This design comes from an exercise in tuning for a short achievable clock period and few clock cycles on the open sky130 flow, not from production work. The RTL of this run was laid out without a check of its function.

## design/flow/design.v

```verilog
module ALU (
   	FOUT, C, Z, S, V,
   	ABUS, BBUS, FSEL, CIN
   	) ;
   	input  [15:0] ABUS,BBUS;           
   	input [3:0] 	 FSEL;	              
   	input         CIN;                 
   	output [15:0] FOUT;                
   	output 	 C,Z,S,V;             
   	reg [15:0] 	 FOUT;
   	reg 		 C,Z,S,V;
	reg [16:0]	 TMP;
	always@(*)
	begin
		case (FSEL)
			4'b0000 : 	begin
						TMP = ABUS;					 
						C = 1'b0; V = 1'b0;
					end
			4'b0001 : 	begin
						TMP = ABUS + 1;					 
						if (ABUS == 16'hFFFF) begin
							C = 1'b1; 
							V = 1'b0;
						end
						else if (ABUS == 16'h7FFF) begin
							V = 1'b1;
							C = 1'b0;
						end
						else begin
							V = 1'b0;
							C = 1'b0;
						end
					end
			4'b0010 : 	begin
						TMP = ABUS - 1;					 
						if (ABUS == 16'h0000) begin
							C = 1'b1;
							V = 1'b0;
						end
						else if (ABUS == 16'h8000) begin
							V = 1'b1;
							C = 1'b0;
						end
						else begin
							V = 1'b0;
							C = 1'b0;
						end
					end
			4'b0011 : 	begin
						TMP = ABUS + BBUS + CIN;			 
						C = TMP[16];
						V = ((!(ABUS[15]^BBUS[15])) && (TMP[15]^BBUS[15]));
					end
			4'b0100 : 	begin
						TMP = ABUS - BBUS - CIN; 			 
						C = TMP[16];
						V = ((!(ABUS[15]^!BBUS[15])) && (TMP[15]^!BBUS[15]));
					end
			4'b0101 : 	begin
						TMP = ABUS & BBUS;				 
						V = 1'b0; C = 1'b0;
					end
			4'b0110 : 	begin
						TMP = ABUS | BBUS;				 
						V = 1'b0; C = 1'b0;
					end
			4'b0111 : 	begin
						TMP = ABUS ^ BBUS;				 
						V = 1'b0; C = 1'b0;
					end
			4'b1000 : 	begin
						TMP = ~ABUS;					 
						V = 1'b0; C = 1'b0;
					end
			4'b1001 : 	begin
						C = ABUS[15]; TMP = {ABUS[14:0],1'b0};		 
						if (ABUS[15] ^ ABUS[14])
							V = 1'b1;
						else
							V = 1'b0;
					end
			4'b1010 : 	begin
						C = ABUS[0]; TMP = ABUS[15:1];			 
						if (ABUS[15] == 1'b1)
							V = 1'b1;
						else
							V = 1'b0;
					end
			4'b1011 : 	begin
						if (ABUS == 16'hFFFF) 				 
							TMP = 16'h0000;
						else
							TMP = {ABUS[15],ABUS[15:1]};
						C = ABUS[0]; V = 1'b0;
					end
			4'b1100 : 	begin
						TMP = {ABUS[14:0],CIN}; C = ABUS[15];		 
						if (ABUS[15] ^ ABUS[14])
							V = 1'b1;
						else
							V = 1'b0;
					end
			4'b1101 : 	begin
						TMP = {CIN,ABUS[15:1]}; C = ABUS[0];		 
						if (ABUS[15] ^ CIN)
							V = 1'b1;
						else
							V = 1'b0;
					end
			4'b1110 : 	begin
						TMP = {ABUS[7:0],ABUS[15:8]};			 
						C = 1'b0; V = 1'b0;
					end
			4'b1111 :	begin
						TMP = BBUS;					 
						C = 1'b0; V = 1'b0;
					end
		endcase
		if (TMP[15:0] == 16'h0000) begin
			Z = 1'b1;
			S = 1'b0;
		end
		else if (TMP[15] == 1'b1) begin
			S = 1'b1;
			Z = 1'b0;
		end
		else begin
			S = 1'b0;
			Z = 1'b0;
		end
		FOUT = TMP[15:0];
	end
endmodule  
module REGFILE (
   ABUS, BBUS,
   ASEL, BSEL, DSEL, DIN, RIN, CLK, RST
   );
   input [2:0]   ASEL,BSEL,DSEL;
   input [15:0]  DIN,RIN;
   output [15:0] ABUS,BBUS;
   input 	 CLK;
   input 	 RST;
reg [15:0] ABUS, BBUS;	
reg [15:0] R [1:7];		 
integer i;			 
always @(posedge CLK or negedge RST)
begin
	if (RST == 1'b0) begin
		for(i = 1; i < 8; i = i + 1)
			R[i] <= 16'h0000;
	end
	else if(DSEL != 0)
		R[DSEL] <= RIN;
end
always @(*)
begin
	if(ASEL == 0)
		ABUS = DIN;
	else
		ABUS = R[ASEL];
	if(BSEL == 0)
		BBUS = DIN;
	else
		BBUS = R[BSEL];
end
endmodule  
module MICROCODE_ROM (ADDR_in,ROM_out);
   input  [10:0] ADDR_in;
   output [44:0] ROM_out;
   reg    [44:0] ROM_out_r;
   assign ROM_out = ROM_out_r;
   always @(ADDR_in)
     begin
        case(ADDR_in)
          11'h0: ROM_out_r = 45'b111_000_111_0001_0000_0_0000_0000000000000000_0000100;  
          11'h1: ROM_out_r = 45'b000_000_000_0000_0000_0_0000_0000000000000000_0000001;  
          11'h2: ROM_out_r = 45'b000_000_000_0000_0000_0_0000_0000000000000000_0001001;  
          11'h3: ROM_out_r = 45'b000_000_000_0000_0000_1_0001_0000000000000000_0000000;  
          11'h8: ROM_out_r = 45'b000_000_000_0000_1111_0_0001_0000000000000000_0010000;  
          11'h10: ROM_out_r = 45'b000_000_000_0001_1111_0_0001_0000000000000000_0010000;  
          11'h18: ROM_out_r = 45'b000_000_000_0010_1111_0_0001_0000000000000000_0010000;  
          11'h20: ROM_out_r = 45'b000_000_000_0011_1111_0_0001_0000000000000000_0010000;  
          11'h28: ROM_out_r = 45'b000_000_000_0100_1111_0_0001_0000000000000000_0010000;  
          11'h30: ROM_out_r = 45'b000_000_000_0101_1111_0_0001_0000000000000000_0010000;  
          11'h38: ROM_out_r = 45'b000_000_000_0110_1111_0_0001_0000000000000000_0010000;  
          11'h40: ROM_out_r = 45'b000_000_000_0111_1111_0_0001_0000000000000000_0010000;  
          11'h48: ROM_out_r = 45'b000_000_000_1000_1111_0_0001_0000000000000000_0010000;  
          11'h50: ROM_out_r = 45'b000_000_000_1001_1111_0_0001_0000000000000000_0010000;  
          11'h58: ROM_out_r = 45'b000_000_000_1010_1111_0_0001_0000000000000000_0010000;  
          11'h60: ROM_out_r = 45'b000_000_000_1011_1111_0_0001_0000000000000000_0010000;  
          11'h68: ROM_out_r = 45'b000_000_000_1100_1111_0_0001_0000000000000000_0010000;  
          11'h70: ROM_out_r = 45'b000_000_000_1101_1111_0_0001_0000000000000000_0010000;  
          11'h78: ROM_out_r = 45'b000_000_000_1110_1111_0_0001_0000000000000000_0010000;  
          11'h80: ROM_out_r = 45'b000_000_000_1111_1111_0_0001_0000000000000000_0010000;  
          11'h88: ROM_out_r = 45'b111_000_111_0001_0000_0_0000_0000000000000000_0000100;  
          11'h89: ROM_out_r = 45'b000_000_000_0000_0000_0_0000_0000000000000000_0000001;  
          11'h8a: ROM_out_r = 45'b000_000_000_1111_0000_0_0001_0000000000000000_0010000;  
          11'h90: ROM_out_r = 45'b000_000_000_0000_0000_0_0000_0000000000000000_0010100;  
          11'h91: ROM_out_r = 45'b000_000_000_0000_0000_0_0000_0000000000000000_0000001;  
          11'h92: ROM_out_r = 45'b000_000_000_1111_0000_0_0001_0000000000000000_0010000;  
          11'h98: ROM_out_r = 45'b000_000_000_0000_0000_0_0000_0000000000000000_0010100;  
          11'h99: ROM_out_r = 45'b000_000_000_1111_0000_0_0001_0000000000000000_0010010;  
          11'ha0: ROM_out_r = 45'b111_000_111_0001_0000_0_0000_0000000000000000_0000100;  
          11'ha1: ROM_out_r = 45'b000_000_000_0000_0000_0_0000_0000000000000000_0000001;  
          11'ha2: ROM_out_r = 45'b000_000_111_0000_0000_0_0001_0000000000000000_0000000;  
          11'ha8: ROM_out_r = 45'b111_000_111_0001_0000_0_0000_0000000000000000_0000100;  
          11'ha9: ROM_out_r = 45'b000_000_000_0000_0000_0_0010_0000000010101011_0000001;  
          11'haa: ROM_out_r = 45'b000_000_000_0000_0000_0_0001_0000000000000000_0000000;  
          11'hab: ROM_out_r = 45'b000_000_111_0000_0000_0_0001_0000000000000000_0000000;  
          11'hb0: ROM_out_r = 45'b111_000_111_0001_0000_0_0000_0000000000000000_0000100;  
          11'hb1: ROM_out_r = 45'b000_000_000_0000_0000_0_0011_0000000010110011_0000001;  
          11'hb2: ROM_out_r = 45'b000_000_000_0000_0000_0_0001_0000000000000000_0000000;  
          11'hb3: ROM_out_r = 45'b000_000_111_0000_0000_0_0001_0000000000000000_0000000;  
          11'hb8: ROM_out_r = 45'b111_000_111_0001_0000_0_0000_0000000000000000_0000100;  
          11'hb9: ROM_out_r = 45'b000_000_000_0000_0000_0_0100_0000000010111011_0000001;  
          11'hba: ROM_out_r = 45'b000_000_000_0000_0000_0_0001_0000000000000000_0000000;  
          11'hbb: ROM_out_r = 45'b000_000_111_0000_0000_0_0001_0000000000000000_0000000;  
          11'hc0: ROM_out_r = 45'b111_000_111_0001_0000_0_0000_0000000000000000_0000100;  
          11'hc1: ROM_out_r = 45'b000_000_000_0000_0000_0_0101_0000000011000011_0000001;  
          11'hc2: ROM_out_r = 45'b000_000_000_0000_0000_0_0001_0000000000000000_0000000;  
          11'hc3: ROM_out_r = 45'b000_000_111_0000_0000_0_0001_0000000000000000_0000000;  
          11'hc8: ROM_out_r = 45'b111_000_111_0001_0000_0_0000_0000000000000000_0000100;  
          11'hc9: ROM_out_r = 45'b000_000_000_0000_0000_0_0110_0000000011001011_0000001;  
          11'hca: ROM_out_r = 45'b000_000_000_0000_0000_0_0001_0000000000000000_0000000;  
          11'hcb: ROM_out_r = 45'b000_000_111_0000_0000_0_0001_0000000000000000_0000000;  
          11'hd0: ROM_out_r = 45'b111_000_111_0001_0000_0_0000_0000000000000000_0000100;  
          11'hd1: ROM_out_r = 45'b000_000_000_0000_0000_0_0111_0000000011010011_0000001;  
          11'hd2: ROM_out_r = 45'b000_000_000_0000_0000_0_0001_0000000000000000_0000000;  
          11'hd3: ROM_out_r = 45'b000_000_111_0000_0000_0_0001_0000000000000000_0000000;  
          11'hd8: ROM_out_r = 45'b111_000_111_0001_0000_0_0000_0000000000000000_0000100;  
          11'hd9: ROM_out_r = 45'b000_000_000_0000_0000_0_1000_0000000011011011_0000001;  
          11'hda: ROM_out_r = 45'b000_000_000_0000_0000_0_0001_0000000000000000_0000000;  
          11'hdb: ROM_out_r = 45'b000_000_111_0000_0000_0_0001_0000000000000000_0000000;  
          11'he0: ROM_out_r = 45'b111_000_111_0001_0000_0_0000_0000000000000000_0000100;  
          11'he1: ROM_out_r = 45'b000_000_000_0000_0000_0_1001_0000000011100011_0000001;  
          11'he2: ROM_out_r = 45'b000_000_000_0000_0000_0_0001_0000000000000000_0000000;  
          11'he3: ROM_out_r = 45'b000_000_111_0000_0000_0_0001_0000000000000000_0000000;  
          11'he8: ROM_out_r = 45'b111_000_111_0001_0000_0_0000_0000000000000000_0000100;  
          11'he9: ROM_out_r = 45'b000_000_000_0000_0000_0_1010_0000000011101011_0000001;  
          11'hea: ROM_out_r = 45'b000_000_000_0000_0000_0_0001_0000000000000000_0000000;  
          11'heb: ROM_out_r = 45'b000_000_111_0000_0000_0_0001_0000000000000000_0000000;  
          11'hf0: ROM_out_r = 45'b111_000_111_0001_0000_0_0000_0000000000000000_0000100;  
          11'hf1: ROM_out_r = 45'b000_000_000_0000_0000_0_1011_0000000011110011_0000001;  
          11'hf2: ROM_out_r = 45'b000_000_000_0000_0000_0_0001_0000000000000000_0000000;  
          11'hf3: ROM_out_r = 45'b000_000_111_0000_0000_0_0001_0000000000000000_0000000;  
          11'h3f8: ROM_out_r = 45'b000_000_000_0000_0000_0_0001_0000001111111000_0000000;  
          default: ROM_out_r = 45'b0;
       endcase
     end
endmodule
module CPU( 
   DATA_O, ADDR, RD, WR,
   DATA_I, CLK, RST
   );
   input [15:0]  DATA_I;
   output [15:0] DATA_O;
   output [15:0] ADDR;
   output 	 RD;
   output 	 WR;
   input 	 CLK;
   input 	 RST;
   reg [15:0] 	 IR;
   reg [15:0] 	 MAR;
   reg [10:0] 	 CAR,CAR_next;
   wire [10:0] 	 EXT_ADRS;
   wire [15:0] 	 ABUS,BBUS,FOUT;
   wire 	 LDMAR,LDIR,RFMUX,DMUX;
   reg 		 Z,S,C,V;
   wire 	 ZOUT,SOUT,COUT,VOUT;
   wire          UPZ,UPS,UPC,UPV;
   assign ADDR = MAR;
   assign DATA_O = FOUT;
   wire [44:0]  ROM_out;
   MICROCODE_ROM MICROCODE_ROM1(
      .ADDR_in(CAR),
      .ROM_out(ROM_out));
   wire [ 2:0]  ASEL;
   wire [ 2:0]  BSEL;
   wire [ 2:0]  DSEL;
   wire [ 3:0]  FSEL;
   wire [ 3:0]  UPDF;
   wire         MUX1;
   wire [ 3:0]  MUX2;
   wire [15:0]  DATA;
   wire [ 6:0]  MISC;
   assign                 ASEL = ROM_out[44:42];     
   assign                 BSEL = ROM_out[41:39];     
   assign                 DSEL = ROM_out[38:36];     
   assign                 FSEL = ROM_out[35:32];     
   assign                 UPDF = ROM_out[31:28];     
   assign                 MUX1 = ROM_out[27];        
   assign                 MUX2 = ROM_out[26:23];     
   assign                 DATA = ROM_out[22: 7];     
   assign                 MISC = ROM_out[ 6: 0];     
   assign RD    = 1'b1;        
   assign WR    = MISC[1];
   assign LDMAR = MISC[2];
   assign LDIR  = MISC[3];
   assign RFMUX = MISC[4];
   assign DMUX  = MISC[5];
   assign UPZ   = UPDF[3];
   assign UPS   = UPDF[2];
   assign UPC   = UPDF[1];
   assign UPV   = UPDF[0];
   REGFILE REGFILE1(    
		       .ABUS(ABUS),
		       .BBUS(BBUS),
	   	       .DSEL(RFMUX ? IR[2:0] : DSEL),
		       .BSEL(RFMUX ? IR[5:3] : BSEL),
	   	       .ASEL(RFMUX ? IR[8:6] : ASEL),
		       .DIN(DMUX ? DATA    : DATA_I),
		       .RIN(FOUT),
		       .CLK(CLK),
		       .RST(RST));
   ALU ALU1( 
	    .FOUT(FOUT),
	    .C(COUT), .Z(ZOUT), .S(SOUT), .V(VOUT),
	    .ABUS(ABUS),
	    .BBUS(BBUS),
	    .FSEL(FSEL),
	    .CIN(C));
   always @(posedge CLK or negedge RST)
     if(RST==1'b0) begin
	Z <= 0;
	S <= 0;
	C <= 0;
	V <= 0;
	MAR <= 0;
	IR <= 0;
     end else begin
	if(UPZ) begin
	   Z <= ZOUT;
	end
	if(UPS) begin
	   S <= SOUT;
	end
	if(UPC) begin
	   C <= COUT;
	end
	if(UPV) begin
	   V <= VOUT;
	end
	if(LDMAR) begin
		MAR <= ABUS;
	end
	if(LDIR) begin
		IR <= DATA_I;
	end
     end
   reg [10:0] MUX1_OUT;
   reg MUX2_OUT;
   assign EXT_ADRS = {1'b0, IR[15:9], 3'b000};
	always@(posedge CLK or negedge RST )   
	begin
		if (RST == 1'b0)
			CAR <= 11'b00000000000;
		else if (MUX2_OUT == 1'b0)
			CAR <= CAR + 1;
		else
			CAR <= MUX1_OUT;
	end 
   	always@(*)
	begin
		case (MUX1)
			1'b0:	MUX1_OUT = DATA[10:0];
			1'b1:	MUX1_OUT = EXT_ADRS;
		endcase
		case (MUX2)
			4'b0000:	MUX2_OUT = 1'b0;
			4'b0001:	MUX2_OUT = 1'b1;
			4'b0010:	MUX2_OUT = C;
			4'b0011:	MUX2_OUT = !C;
			4'b0100:	MUX2_OUT = Z;
			4'b0101:	MUX2_OUT = !Z;
			4'b0110:	MUX2_OUT = S;
			4'b0111:	MUX2_OUT = !S;
			4'b1000:	MUX2_OUT = V;
			4'b1001:	MUX2_OUT = !V;
			4'b1010:	begin
						if (S ^ V)
							MUX2_OUT = 1'b1;
						else
							MUX2_OUT = 1'b0;
					end
			4'b1011:	begin
						if ((S ^ V == 0) & (Z == 0))
							MUX2_OUT = 1'b1;
						else
							MUX2_OUT = 1'b0;
					end
			default:	MUX2_OUT = 1'b0;
		endcase
	end
endmodule
```

## design/flow/constraint.sdc

```tcl
create_clock -name core_clock -period 14.0 [get_ports {CLK}]
set_input_delay 2.8000 -clock core_clock [delete_from_list [all_inputs] [get_ports {CLK}]]
set_output_delay 2.8000 -clock core_clock [all_outputs]
set_load 0.01 [all_outputs]
```

## design/flow/run.sh

```bash
#!/bin/bash
# synth_recipe.tcl (not shown) runs the flow's synth.tcl, then flattens the netlist and writes it again
# the make line also repeats each setting of config.mk as NAME=value (left out here)
make -C /OpenROAD-flow-scripts/flow DESIGN_CONFIG=/design/flow/config.mk WORK_HOME=/design/flow/orfs CLKGATE_MAP_FILE= SYNTH_SCRIPT=/design/flow/synth_recipe.tcl finish
```

## design/flow/config.mk

```make
export PLATFORM = sky130hd
export DESIGN_NAME = CPU
export DESIGN_NICKNAME = CPU
export VERILOG_FILES = /design/flow/design.v
export SDC_FILE = /design/flow/constraint.sdc
export NUM_CORES = 4
export LEC_CHECK = 0
export CAP_MARGIN = 20
export CORE_MARGIN = 2
export CORE_UTILIZATION = 40
export SLEW_MARGIN = 20
```

==> results.txt <==
-- worst max-delay path, cell delays in order, from the launching register on --
cell and delay, ps:
sky130_fd_sc_hd__dfrtp_1 690, sky130_fd_sc_hd__nor4_1 560, sky130_fd_sc_hd__or3_4 240, sky130_fd_sc_hd__o211a_2 640
sky130_fd_sc_hd__nand2_1 460, sky130_fd_sc_hd__a222oi_1 1030, sky130_fd_sc_hd__or2_2 480, sky130_fd_sc_hd__inv_1 190
sky130_fd_sc_hd__fa_1 510, sky130_fd_sc_hd__nand2b_1 180, sky130_fd_sc_hd__a2111oi_0 650, sky130_fd_sc_hd__o31ai_1 280
sky130_fd_sc_hd__a31o_2 330, sky130_fd_sc_hd__a21o_1 180, sky130_fd_sc_hd__a21o_1 190, sky130_fd_sc_hd__mux2i_1 120
sky130_fd_sc_hd__a2111oi_0 490, sky130_fd_sc_hd__o2111ai_1 190, sky130_fd_sc_hd__nand3_1 350, sky130_fd_sc_hd__inv_1 180
sky130_fd_sc_hd__clkdlybuf4s50_1 510
-- flip-flops by register name, indices dropped and copies added (netlist names) --
signal,count
C,1
V,1
S,1
Z,1
REGFILE1.R,112
MAR,16
IR,16
CAR,11
-- layout make-up --
class | count | area, um2 | area share, %
Clock inverter | 10 | 114 | 0.743
Multi-Input combinational cell | 1319 | 9010 | 58.8
Timing Repair Buffer | 95 | 840 | 5.48
Clock buffer | 22 | 454 | 2.97
Sequential cell | 159 | 3980 | 26.0
Tap cell | 455 | 569 | 3.72
Inverter | 93 | 349 | 2.28
-- synth_stat cells, types with 15 or more instances --
| cell | n |
|---|---|
| sky130_fd_sc_hd__o221ai_1 | 16 |
| sky130_fd_sc_hd__o22ai_1 | 43 |
| sky130_fd_sc_hd__ha_1 | 78 |
| sky130_fd_sc_hd__nor3_1 | 27 |
| sky130_fd_sc_hd__xnor2_1 | 28 |
| sky130_fd_sc_hd__inv_1 | 92 |
| sky130_fd_sc_hd__nand3_1 | 52 |
| sky130_fd_sc_hd__mux2i_1 | 34 |
| sky130_fd_sc_hd__a21oi_1 | 99 |
| sky130_fd_sc_hd__dfrtp_1 | 159 |
| sky130_fd_sc_hd__a221oi_1 | 18 |
| sky130_fd_sc_hd__nand2_1 | 239 |
| sky130_fd_sc_hd__a31oi_1 | 15 |
| sky130_fd_sc_hd__nand2b_1 | 21 |
| sky130_fd_sc_hd__o21ai_0 | 105 |
| sky130_fd_sc_hd__nor2_1 | 96 |
| sky130_fd_sc_hd__nor2b_1 | 20 |
| sky130_fd_sc_hd__clkbuf_1 | 91 |
| sky130_fd_sc_hd__nand4_1 | 19 |
| sky130_fd_sc_hd__a211oi_1 | 26 |
| sky130_fd_sc_hd__mux2_2 | 82 |
| sky130_fd_sc_hd__a22oi_1 | 19 |
| sky130_fd_sc_hd__o31ai_1 | 15 |
-- worst max path at each step --
stage | cells after the start | start | end | slack, ps
5_1_grt | 20 | CAR[6] | DATA_O[12] | 1790
2_1_floorplan | 16 | DATA_I[0] | DATA_O[12] | 4680
6_report | 20 | CAR[6] | DATA_O[12] | 2260
3_3_place_gp | 18 | DATA_I[0] | DATA_O[12] | 2660
3_5_place_dp | 18 | DATA_I[0] | DATA_O[12] | 2730
4_1_cts | 20 | CAR[6] | DATA_O[12] | 2400
-- logic make-up after synthesis --
| logic type | synth area share, % |
|---|---|
| compound gates | 24.9 |
| simple gates | 20.0 |
| buf+inv | 6.22 |
| xor+xnor | 2.54 |
| flops | 28.8 |
| other cells | 0.0272 |
| fa+ha+maj | 7.79 |
| mux | 9.75 |
-- metal layers --
metal	vias up	wire (um)	global-route usage [%]
met2	814	23900	46.6
met4	0	2780	14.5
met3	173	5020	4.85
li1	6199	-	-
met1	6606	22400	41.1
met5	-	0	0
-- stage by stage --
| step | cells | utilization, % | cell area (um2) | hold slack, ps |
|---|---|---|---|---|
| 6_report | 2153 | 44.7 | 15300 | 481 |
| 5_1_grt | 2153 | 44.7 | 15300 | 519 |
| 4_1_cts | 2153 | 44.7 | 15300 | 485 |
| 3_5_place_dp | 2121 | 43.0 | 14700 | 471 |
| 3_3_place_gp | 2121 | 43.0 | 14700 | 469 |
| 2_1_floorplan | 1691 | - | 13800 | 450 |
==> flow_summary.toml <==
[floorplanning]
floorplan.core_area_um2 = 34300
pin_count = 52
start_util_pct = 40.3
fp.dieArea_um2 = 36000
die_width_um = 190
rows = 68
floorplan.die.height_um = 190

[critical_path]
regToRegStartpoint = "CAR[6]"
worstPathMaxFanout = 26
worstRegToRegCells = 23
worstPathArrival_ps = 8940
critPathRequiredTime_ps = 11200
type_of_element_capturing_the_critical_path = "output port"
crit_path_category = "flip-flop to output port"
timing.rr.end = "Z"
nature_of_the_critical_path_startpoint = "flip-flop"
minimum_setup_slack_among_reg_to_reg_paths_ps = 4400

[finish]
commonest_non_fill_non_tap_cell_in_the_layout = "sky130_fd_sc_hd__nand2_1"
layout_overhead_on_the_synthesized_area_pct = 10.9
fillCellCount = 3431
most_used_cells_in_the_layout_excluding_fill_and_tap_cells = "sky130_fd_sc_hd__nand2_1, sky130_fd_sc_hd__dfrtp_1, sky130_fd_sc_hd__o21ai_0"
diode_insertion_count_for_antenna_repair = 0
layout.nets = 1786
share_of_final_layout_standard_cells_stronger_than_drive_strength_1_pct = 11.4

[cts]
clk_transition_reported_paths_ps = 60
postCtsSetupBuffers = 0
clock_tree_from_tritoncts = "built"
cts-htree-levels = 4
clockBufferDepth = 2
cts_made_buffers = 17
cts-hold-fix-buffers = 0
cts.root.buffer_cell = "sky130_fd_sc_hd__clkbuf_16"
cts_sinks = 159
clk_latency_ps = 460
ctsResizeCount = 0

[synthesis]
post_synth_main_area_contributors = "sky130_fd_sc_hd__dfrtp_1, sky130_fd_sc_hd__ha_1, sky130_fd_sc_hd__mux2_2"
synthArstFlopShare_pct = 100
ys_seq_area_share_pct = 28.8
synth-main-ff-cell = "sky130_fd_sc_hd__dfrtp_1"
synthDominantCellAreaShare_pct = 28.8
postSynthCellCount = 1691
synth_fp_nets = 1792
synth_top_cell_by_area = "sky130_fd_sc_hd__dfrtp_1"
syn_avg_cell_area_um2 = 8.16
synth_edf_count = 0
synth.distinct_cells = 94
mappedNetlistArea_um2 = 13800
seq_cells_post_synth = 159
yosys_warnings = 5

[routing]
antenna_violating_nets_post_route = 0
detailedRoute.firstIterationViolations = 1543
detail_route.first_pass.iterations = 6
route.detailed.wl_per_inst_um = 25.2
avgViaCountPerCell = 6.41
num_vias = 13792
route.detailed.drc = 0
wire_length_reported_by_the_detailed_router_um = 54200

[timing]
layout_setup_ws_ps = 2260
tightestPinTransition_ps = 1160
worst_max_slew_margin_expressed_relative_to_the_limit_pct = 22.4
total_setup_violations_reported_at_the_end_of_the_flow = 0
timing_hold_violations_final = 0
period_minus_slack_ps = 11740
slew_viol_final = 0
achievable_clock_frequency_ghz = 0.0852
clock_skews_ps = 21.1
grt_setup_unrepaired = "false"
post-route-period-util_pct = 83.9
finalSetupTns_ps = 0

[place]
place.gp.congestion = 0.969
numPortBuffers = 50
hpwlAfterDp_um = 38200
preCtsSetupSlack_ps = 2730

[status]
run_status = "timing/DRC/antenna clean"

[global_routing]
antenna_found_initial = 0
grt.overflow.total = 0
first_global_vias = 13247
global_route.usage.total_pct = 30.1
grt_pass1_wl_um = 82400
grt_start_max_net_pins = 98

[worst_hold_path]
hp-class = "flip-flop to flip-flop"
hold_path_end = "MAR[7]"
worst_hold_path.num_cells = 2
min_from = "MAR[7]"

[flow_run]
cap_viol_max_count = 0

==> port drivers added, routing unchanged <==
Ports are ideal in the flow. The routed layout listed here was re-timed in OpenROAD.
Step 1: set_driving_cell puts a clkbuf_16 on CLK and a buf_2 on each other input, an assumption about the parent block.
Step 2 times the ports against the registers' clock, not the clock port: input delays grow and output delays shrink by t, the midpoint of the rising clock arrivals with the driver on.
Three values: ideal ports, drivers, drivers and shift; two values: the first two.
shift t [ns]: 0.502
setup WS [ns]: 2.260 / 2.208 / 2.609
hold WS [ns]: 0.481 / 0.481 / 0.481
worst data-port slew with drivers (ns): 0.04
pins driven straight from the clock port: 1
After both steps setup and hold are still met in this run. The setup slack of this run moves by -0.052 ns with the drivers and by +0.349 ns with both steps.
